Background: an optimization exercise with open tools, aiming at small area. Do not read the settings as production practice.
The RTL was checked by simulation tests, not by an equivalence proof against the original design.
Power figures rest on the tool's default switching activity, not on a simulated workload.

--- flow/run.sh ---
#!/bin/bash
# synth_recipe.tcl (not shown) runs the flow's synth.tcl, then flattens the netlist and writes it again
# the make line also repeats each setting of config.mk as NAME=value (left out here)
make -C /OpenROAD-flow-scripts/flow DESIGN_CONFIG=/design/flow/config.mk WORK_HOME=/design/flow/orfs CLKGATE_MAP_FILE= SYNTH_SCRIPT=/design/flow/synth_recipe.tcl finish
--- flow/config.mk ---
export PLATFORM = sky130hd
export DESIGN_NAME = R_CPU
export DESIGN_NICKNAME = R_CPU
export VERILOG_FILES = /design/flow/design.v
export SDC_FILE = /design/flow/constraint.sdc
export NUM_CORES = 4
export LEC_CHECK = 0
export ABC_CLOCK_PERIOD_IN_PS = 10000
export CAP_MARGIN = 20
export CORE_MARGIN = 2
export CORE_UTILIZATION = 40
export SLEW_MARGIN = 20
--- flow/constraint.sdc ---
create_clock -name core_clock -period 14.0 [get_ports {clk}]
set_input_delay 2.8000 -clock core_clock [delete_from_list [all_inputs] [get_ports {clk}]]
set_output_delay 2.8000 -clock core_clock [all_outputs]
set_load 0.01 [all_outputs]
--- flow/design.v ---
`timescale 1ns / 1ps
module LCA_32(
    input [31:0] A,
    input [31:0] B,
    input C0,
    output [31:0] F,
    output C2       );
    wire [2:0] C;
    reg [1:0] P, G;
    reg [7:0] P_t, G_t;
    wire [31:0] p,g;
    assign p = A | B;
    assign g = A & B;
    task cal_PG_4;
        input [3:0] p,g;
        output reg P,G;
        begin
            P = p[3] & p[2] & p[1] & p[0];
            G = g[3] | p[3] & g[2] | p[3] & p[2] & g[1] | p[3] & p[2] & p[1] & g[0];
        end
    endtask
    always @* begin
        cal_PG_4(p[3:0],g[3:0],P_t[0],G_t[0]);
        cal_PG_4(p[7:4],g[7:4],P_t[1],G_t[1]);
        cal_PG_4(p[11:8],g[11:8],P_t[2],G_t[2]);
        cal_PG_4(p[15:12],g[15:12],P_t[3],G_t[3]);
        cal_PG_4(p[19:16],g[19:16],P_t[4],G_t[4]);
        cal_PG_4(p[23:20],g[23:20],P_t[5],G_t[5]);
        cal_PG_4(p[27:24],g[27:24],P_t[6],G_t[6]);
        cal_PG_4(p[31:28],g[31:28],P_t[7],G_t[7]);
        cal_PG_4(P_t[3:0],G_t[3:0],P[0],G[0]);
        cal_PG_4(P_t[7:4],G_t[7:4],P[1],G[1]);
    end
    assign C[0] = C0;
    assign C[1] = G[0] | P[0] & C[0];
    assign C[2] = G[1] | P[1] & G[0] | P[1] & P[0] & C[0];
    LCA_16 uu1(A[15:0], B[15:0], C[0], F[15:0], );
    LCA_16 uu2(A[31:16], B[31:16], C[1], F[31:16], );
    assign C2 = C[2];
endmodule
module LCA_16(    
    input [15:0] A,
    input [15:0] B,
    input C0,
    output [15:0] F,
    output C4       );
    wire [4:0] C;
    reg [3:0] P, G;
    wire [15:0] p, g;
    assign p = A | B;
    assign g = A & B;
    task cal_PG;
        input [3:0] p,g;
        output reg P,G;
        begin
            P = p[3] & p[2] & p[1] & p[0];
            G = g[3] | p[3] & g[2] | p[3] & p[2] & g[1] | p[3] & p[2] & p[1] & g[0];
        end
    endtask
    always @* begin
        cal_PG(p[3:0],g[3:0],P[0],G[0]);
        cal_PG(p[7:4],g[7:4],P[1],G[1]);
        cal_PG(p[11:8],g[11:8],P[2],G[2]);
        cal_PG(p[15:12],g[15:12],P[3],G[3]);        
    end    
    assign C[0] = C0;
    assign C[1] = G[0] | P[0] & C[0];
    assign C[2] = G[1] | P[1] & G[0] | P[1] & P[0] & C[0];
    assign C[3] = G[2] | P[2] & G[1] | P[2] & P[1] & G[0] | P[2] & P[1] & P[0] & C[0];
    assign C[4] = G[3] | P[3] & G[2] | P[3] & P[2] & G[1] | P[3] & P[2] & P[1] & G[0] | P[3] & P[2] & P[1] & P[0] & C[0];
    LCA_Adder uu1(A[3:0], B[3:0], C[0], F[3:0], );
    LCA_Adder uu2(A[7:4], B[7:4], C[1], F[7:4], );
    LCA_Adder uu3(A[11:8], B[11:8], C[2], F[11:8], );
    LCA_Adder uu4(A[15:12], B[15:12], C[3], F[15:12], );
    assign C4 = C[4];
endmodule
module LCA_Adder(
    input [3:0] A,
    input [3:0] B,
    input C0,
    output [3:0] F,
    output C4       );
    wire [4:0] C;
    wire [3:0] P, G;
    assign P = A | B;
    assign G = A & B;
    assign C[0] = C0;
    assign C[1] = G[0] | P[0] & C[0];
    assign C[2] = G[1] | P[1] & G[0] | P[1] & P[0] & C[0];
    assign C[3] = G[2] | P[2] & G[1] | P[2] & P[1] & G[0] | P[2] & P[1] & P[0] & C[0];
    assign C[4] = G[3] | P[3] & G[2] | P[3] & P[2] & G[1] | P[3] & P[2] & P[1] & G[0] | P[3] & P[2] & P[1] & P[0] & C[0];
    full_adder uu1(A[0], B[0], C[0], F[0], );
    full_adder uu2(A[1], B[1], C[1], F[1], );
    full_adder uu3(A[2], B[2], C[2], F[2], );
    full_adder uu4(A[3], B[3], C[3], F[3], );
    assign C4 = C[4];
endmodule
module full_adder(A, B, Cin, Sum, Cout);
    input A, B, Cin;
    output Sum, Cout;
    wire S1, T1, T2, T3;
    xor uu1(S1, A, B);
    xor uu2(Sum, S1, Cin);
    and uu3(T1, A, B);
    and uu4(T2, A, Cin);
    and uu5(T3, B, Cin);
    or  uu6(Cout, T1, T2, T3);
endmodule
`timescale 1ns / 1ps
module ALU(
    input [3:0] ALU_OP,
    input [31:0] A,
    input [31:0] B,
    output [31:0] F,
    output ZF,
    output OF,
    output SF,
    output CF,
    output PF
    );
    reg [31:0] F_reg;
    reg Cout, OF_reg;
    wire C0_add, C0_sub;
    wire Cout_add, Cout_sub;
    wire [31:0] F_add, F_sub;
    assign C0_add = 1'b0;
    assign C0_sub = 1'b1;
    always @* begin
        Cout = 1'b0;
        OF_reg = 1'b0;
        F_reg = 32'h0000_0000;
        case(ALU_OP)
            4'b0000: F_reg = A & B;   
            4'b0001: F_reg = A | B;    
            4'b0010: F_reg = A ^ B;    
            4'b0011: F_reg = ~(A | B);    
            4'b0100: begin F_reg = F_add; Cout = Cout_add; OF_reg = A[31]^B[31]^F_add[31]^Cout_add; end    
            4'b0101: begin F_reg = F_sub; Cout = Cout_sub; OF_reg = A[31]^(~B[31])^F_sub[31]^Cout_sub; end    
            4'b0110: F_reg = (A < B);    
            4'b0111: F_reg = B << A;    
            default: ;
        endcase
    end
    LCA_32 Adder(.A(A), .B(B), .C0(C0_add), .F(F_add), .C2(Cout_add));
    LCA_32 Suber(.A(A), .B(~B), .C0(C0_sub), .F(F_sub), .C2(Cout_sub));
    assign F = F_reg;
    assign ZF = (F==32'h0000_0000);
    assign OF = OF_reg;
    assign SF = A[31];
    assign CF = Cout;
    assign PF = ~^F;
endmodule
`timescale 1ns / 1ps
module RegisterFile(
    input [4:0] R_Addr_A,
    input [4:0] R_Addr_B,
    input [4:0] W_Addr,
    input [31:0] W_Data,
    input reset,
    input clk,
    input Write_Reg,
    output [31:0] R_Data_A,
    output [31:0] R_Data_B
    );
    reg [31:0] REG_Files[0:31];
    integer i;
    always  @(posedge clk or posedge reset) begin
        if(reset)
            for (i=0;i<=31;i=i+1)
                REG_Files[i] <= 32'h0000_0000;
        else begin
            if (Write_Reg && W_Addr!=0)
                REG_Files[W_Addr] <= W_Data;
        end
    end
    assign R_Data_A = REG_Files[R_Addr_A];
    assign R_Data_B = REG_Files[R_Addr_B];
endmodule
`timescale 1ns / 1ps
module decode(
    input [5:0] OP,
    input [5:0] func,
    output [3:0] ALU_OP,
    output Write_Wire
    );
    reg Write_Reg;
    reg [3:0] ALU_OP_reg;
    always @* begin
        ALU_OP_reg = 4'b0000;
        Write_Reg = 0;
        if(OP == 6'b000000) begin
            case(func)
                6'b100000: begin ALU_OP_reg = 4'b0100; Write_Reg = 1; end
                6'b100010: begin ALU_OP_reg = 4'b0101; Write_Reg = 1; end
                6'b100100: begin ALU_OP_reg = 4'b0000; Write_Reg = 1; end
                6'b100101: begin ALU_OP_reg = 4'b0001; Write_Reg = 1; end
                6'b100110: begin ALU_OP_reg = 4'b0010; Write_Reg = 1; end
                6'b100111: begin ALU_OP_reg = 4'b0011; Write_Reg = 1; end
                6'b101011: begin ALU_OP_reg = 4'b0110; Write_Reg = 1; end
                6'b000100: begin ALU_OP_reg = 4'b0111; Write_Reg = 1; end
                default: ;
            endcase
        end
    end
    assign ALU_OP = ALU_OP_reg;
    assign Write_Wire = Write_Reg;
endmodule
`timescale 1ns / 1ps
module fetch(
    input clk,
    input reset,
    output [31:0] PC
    );
    reg [31:0] PC_reg;
    always @(posedge clk or posedge reset) begin
        if (reset) begin
            PC_reg <= 0;
        end
        else begin
            PC_reg <= PC_reg + 4;
        end
    end
    assign PC = PC_reg;
endmodule
`timescale 1ns / 1ps
module R_CPU(
    input clk,
    input reset,
    input [31:0] Inst_code,
    output [31:0] PC,
    output [31:0] ALU_F,
    output OF,
    output ZF
    );
    wire [5:0] OP, func;
    wire [4:0] rs, rt, rd;
    wire [31:0] ALU_A, ALU_B, F_wire;
    wire [3:0] ALU_OP;
    wire Write_Wire, OF_wire, ZF_wire;
    assign OP = Inst_code[31:26];
    assign rs = Inst_code[25:21];
    assign rt = Inst_code[20:16];
    assign rd = Inst_code[15:11];
    assign func = Inst_code[5:0];
    fetch fetch_inst(
        .clk(clk),
        .reset(reset),
        .PC(PC)
    );
    decode decode_inst(
        .OP(OP),
        .func(func),
        .ALU_OP(ALU_OP),
        .Write_Wire(Write_Wire)
    );
    RegisterFile RF_inst(
        .R_Addr_A(rs),
        .R_Addr_B(rt),
        .W_Addr(rd),
        .W_Data(F_wire),
        .reset(reset),
        .clk(clk),
        .Write_Reg(Write_Wire),
        .R_Data_A(ALU_A),
        .R_Data_B(ALU_B)
    );
    ALU ALU_inst(
        .ALU_OP(ALU_OP),
        .A(ALU_A),
        .B(ALU_B),
        .F(F_wire),
        .OF(OF_wire),
        .ZF(ZF_wire)
    );
    assign ALU_F = F_wire;
    assign OF = OF_wire;
    assign ZF = ZF_wire;
endmodule
==> flow_summary.toml <==
[timing]
skew_ns = 0.0918
final.setup.worst_slack_ns = 0.430
worst_slew_pin_slew_ns = 1.16
max-slew-margin-rel_pct = 22.8
finalSetupViolations = 0
fin_crit_sh_pct = 96.9
max_freq_ghz = 0.0737
finalHoldViolCount = 0
fin_crit_ns = 13.57
maxSlewViolCount = 0
rsz0062_at_grt = "false"

[synthesis]
synthCells = 7163
synth_xor_area_share_pct = 0.488
synthAdderAreaFrac_pct = 3.07
synth_area_leaders = "dfrtp_1 43%, a21oi_1 8.4%, nor2_1 6.9%"
yosysMostFrequentCell = "nor2_1"
async_flop_share_pct = 100
synth_top_family_by_area = "simple AND/OR/NAND/NOR gates"
synthesis.area_um2 = 61000
synth_top_area_share_pct = 43.2
ys_seq_area_share_pct = 43.2
synth_flop_cell = "dfrtp_1"
synth-edff-count = 0
synth_compound_area_share_pct = 20.4
synth_cell_type_count = 98
muxShareOfSynthArea_pct = 3.39
yosysTopAreaCell = "dfrtp_1"
yosysWarnings = 7
synthSimpleGateAreaFrac_pct = 23.9
syn_area_per_cell_um2 = 8.52
synth_common_cells = "1,115 x nor2_1, 1,054 x dfrtp_1, 1,023 x a21oi_1, 617 x clkbuf_1, 570 x nand3_1"
synth-seq-cells = 1054

[clock_tree]
clk_path_buf_depth = 3
cts_made_buffers = 111
tritoncts = "done"
insertion_delay_ns = 0.86
htreeDepth = 3
clock_sinks = 1054
cts_root_buf = "clkbuf_16"
clk_pin_slew_ns = 0.07

[placed_design]
post-place-ws_ns = -0.640
hpwl_um = 246000
dp.cells = 9494
globalplace.congestion = 1.06
dpl_cell_area_um2 = 70200
port_buffers = 92

[floorplanning]
ioPinCount = 100
die-area_um2 = 156000
core_um2 = 152000
die_y_um = 395
fp.dieW_um = 395
rows = 143
start_util_pct = 40.2

[power]
p_per_area_nw_per_um2 = 93.6
peakVddDrop_mv = 0.113
leakagePower_nw = 35.8
total_power_mw = 7.00

[status]
outcome = "finished clean"

[drt]
avgRoutedWirePerCell_um = 36.3
drc = 0
drt_iter0_drc = 11200
vias_per_cell = 6.88
ant_nets = 0
dr.pass1.iters = 7
routed_wl_um = 354000
vias = 67000

[global_route]
grt_pass1_vias = 62500
grt_first_pass_wirelength_um = 488000
antenna_found_initial = 39
grt_max_degree = 186
grtUsageTotal_pct = 44.1
grt_overflow = 0

[final_layout]
area.growth.synth_to_final_pct = 22.7
fin_area_um2 = 74800
finish.utilization_pct = 49.3
nFillCells = 14500
largest_register_ffs = 1024
fin_cells = 9743
layout-drive-gt1-share_pct = 19.7
nets = 7760

[critical_path]
worstPathArrival_ns = 10.77
cp.required_ns = 11.20
critical_path_class = "in2out"
critPathSlowestCell = "nor4_1"
cp-start-kind = "input pin"
cp_max_fo = 12
rr_worst_depth = 30
max_stage_delay_ns = 0.62
critPathCaptureType = "output pin"
path_common_cell = "buf_4"

[flow_run]
cap_viol_max_count = 0

[hold_path]
whs_path_depth = 0
hold_path_class = "reg2reg"
area by class of cell:
type / count / area, um^2 / share of cell area, %
Inverter: 155 / 586 / 0.783
Antenna cell: 31 / 77.6 / 0.104
Clock buffer: 156 / 3250 / 4.34
Clock inverter: 50 / 726 / 0.970
Timing Repair Buffer: 1018 / 8860 / 11.8
Tap cell: 2030 / 2540 / 3.39
Multi-Input combinational cell: 5249 / 32400 / 43.3
Sequential cell: 1054 / 26400 / 35.2
path summary, 6_finish.rpt:
kind / from / to / slack [ns]
setup / recovery: Inst_code[19] / ZF / 0.43
hold / removal: RF_inst.REG_Files[0][24]$_DFFE_PP0P_ / RF_inst.REG_Files[0][24]$_DFFE_PP0P_ / 0.40
setup reg to reg: RF_inst.REG_Files[15][0]$_DFFE_PP0P_ / RF_inst.REG_Files[25][28]$_DFFE_PP0P_ / 7.13
hold reg to reg: RF_inst.REG_Files[0][24]$_DFFE_PP0P_ / RF_inst.REG_Files[0][24]$_DFFE_PP0P_ / 0.40
max in group asynchronous: reset / RF_inst.REG_Files[16][8]$_DFFE_PP0P_ / 9.09
min in group asynchronous: reset / RF_inst.REG_Files[3][18]$_DFFE_PP0P_ / 2.35
stage by stage:
| stage | setup TNS, ns | hold WS (ns) |
|---|---|---|
| 2_1_floorplan | -3513.57 | 0.444 |
| 3_3_place_gp | -0.637 | 0.384 |
| 5_1_grt | 0 | 0.416 |
| 6_report | 0 | 0.403 |
| 3_5_place_dp | -0.640 | 0.388 |
| 4_1_cts | 0 | 0.402 |
what timing repair did:
action | CTS | global route
setup endpoints to repair | 1 | 1
hold buffers | 0 | 0
buffers inserted | 2 | 8
hold endpoints to repair | 0 | 0
pin swaps | 4 | 9
gates resized for setup | 42 | 81
cells in the final DEF, fill, tap and decap left out, types with 111 or more instances in the layout:
cell / instances
clkbuf_16: 111
inv_1: 149
nor2_1: 1028
nand2_1: 180
buf_4: 844
a21oi_1: 1005
a22oi_1: 305
and3_1: 473
ha_1: 121
nand4_1: 204
dfrtp_1: 1054
mux2_2: 147
nand3_1: 570
routing by layer:
metal	wire, um	vias to the layer above	track usage (%)
li1	-	27100	-
met1	124000	32200	53.9
met2	143000	5899	62.0
met3	52300	1793	17.3
met4	34200	28	33.7
met5	335	-	0.123
logic make-up after synthesis:
| family | after synthesis |
|---|---|
| AND/OR/NAND/NOR | 2927 |
| AO/OA/AOI/OAI | 1958 |
| flip-flops | 1054 |
| buffers and inverters | 861 |
| multiplexers | 187 |
| adder cells (fa/ha/maj) | 141 |
| XOR/XNOR | 34 |
| other | 1 |
critical path: cells and delay by family:
kind / cells / cell delay, ns
buffers and inverters: 9 / 1.57
adders and majority gates: 2 / 0.76
and+or+nand+nor: 13 / 4.06
AOI/OAI and AO/OA: 8 / 1.54
power by group:
group	internal [mW]	switching [mW]
logic	0.187	0.475
clock network	1.84	1.43
registers	3.06	0.0120

-- static timing again, ports no longer ideal --
No port has a modelled driver above. Below, the same layout with a new extraction and two added sets of constraints.
Step 1, drivers: a clkbuf_16 drives clk and a buf_2 each remaining input, both assumed.
Step 2, shift: input delay + t, output delay - t, t = (earliest + latest rising clock arrival at the registers) / 2. This alone moves slack from input paths to output paths.
a / b / c = no drivers / after step 1 / after step 2; a / b = the first two.
t, ns: 0.892
setup WS [ns]: 0.430 / 0.329 / 0.329
worst setup path after step 2: input to output
worst data-port slew with drivers (ns): 0.15
After both steps this run still meets setup and hold. The setup slack of this run moves by -0.101 ns with the drivers and by -0.101 ns with both steps.
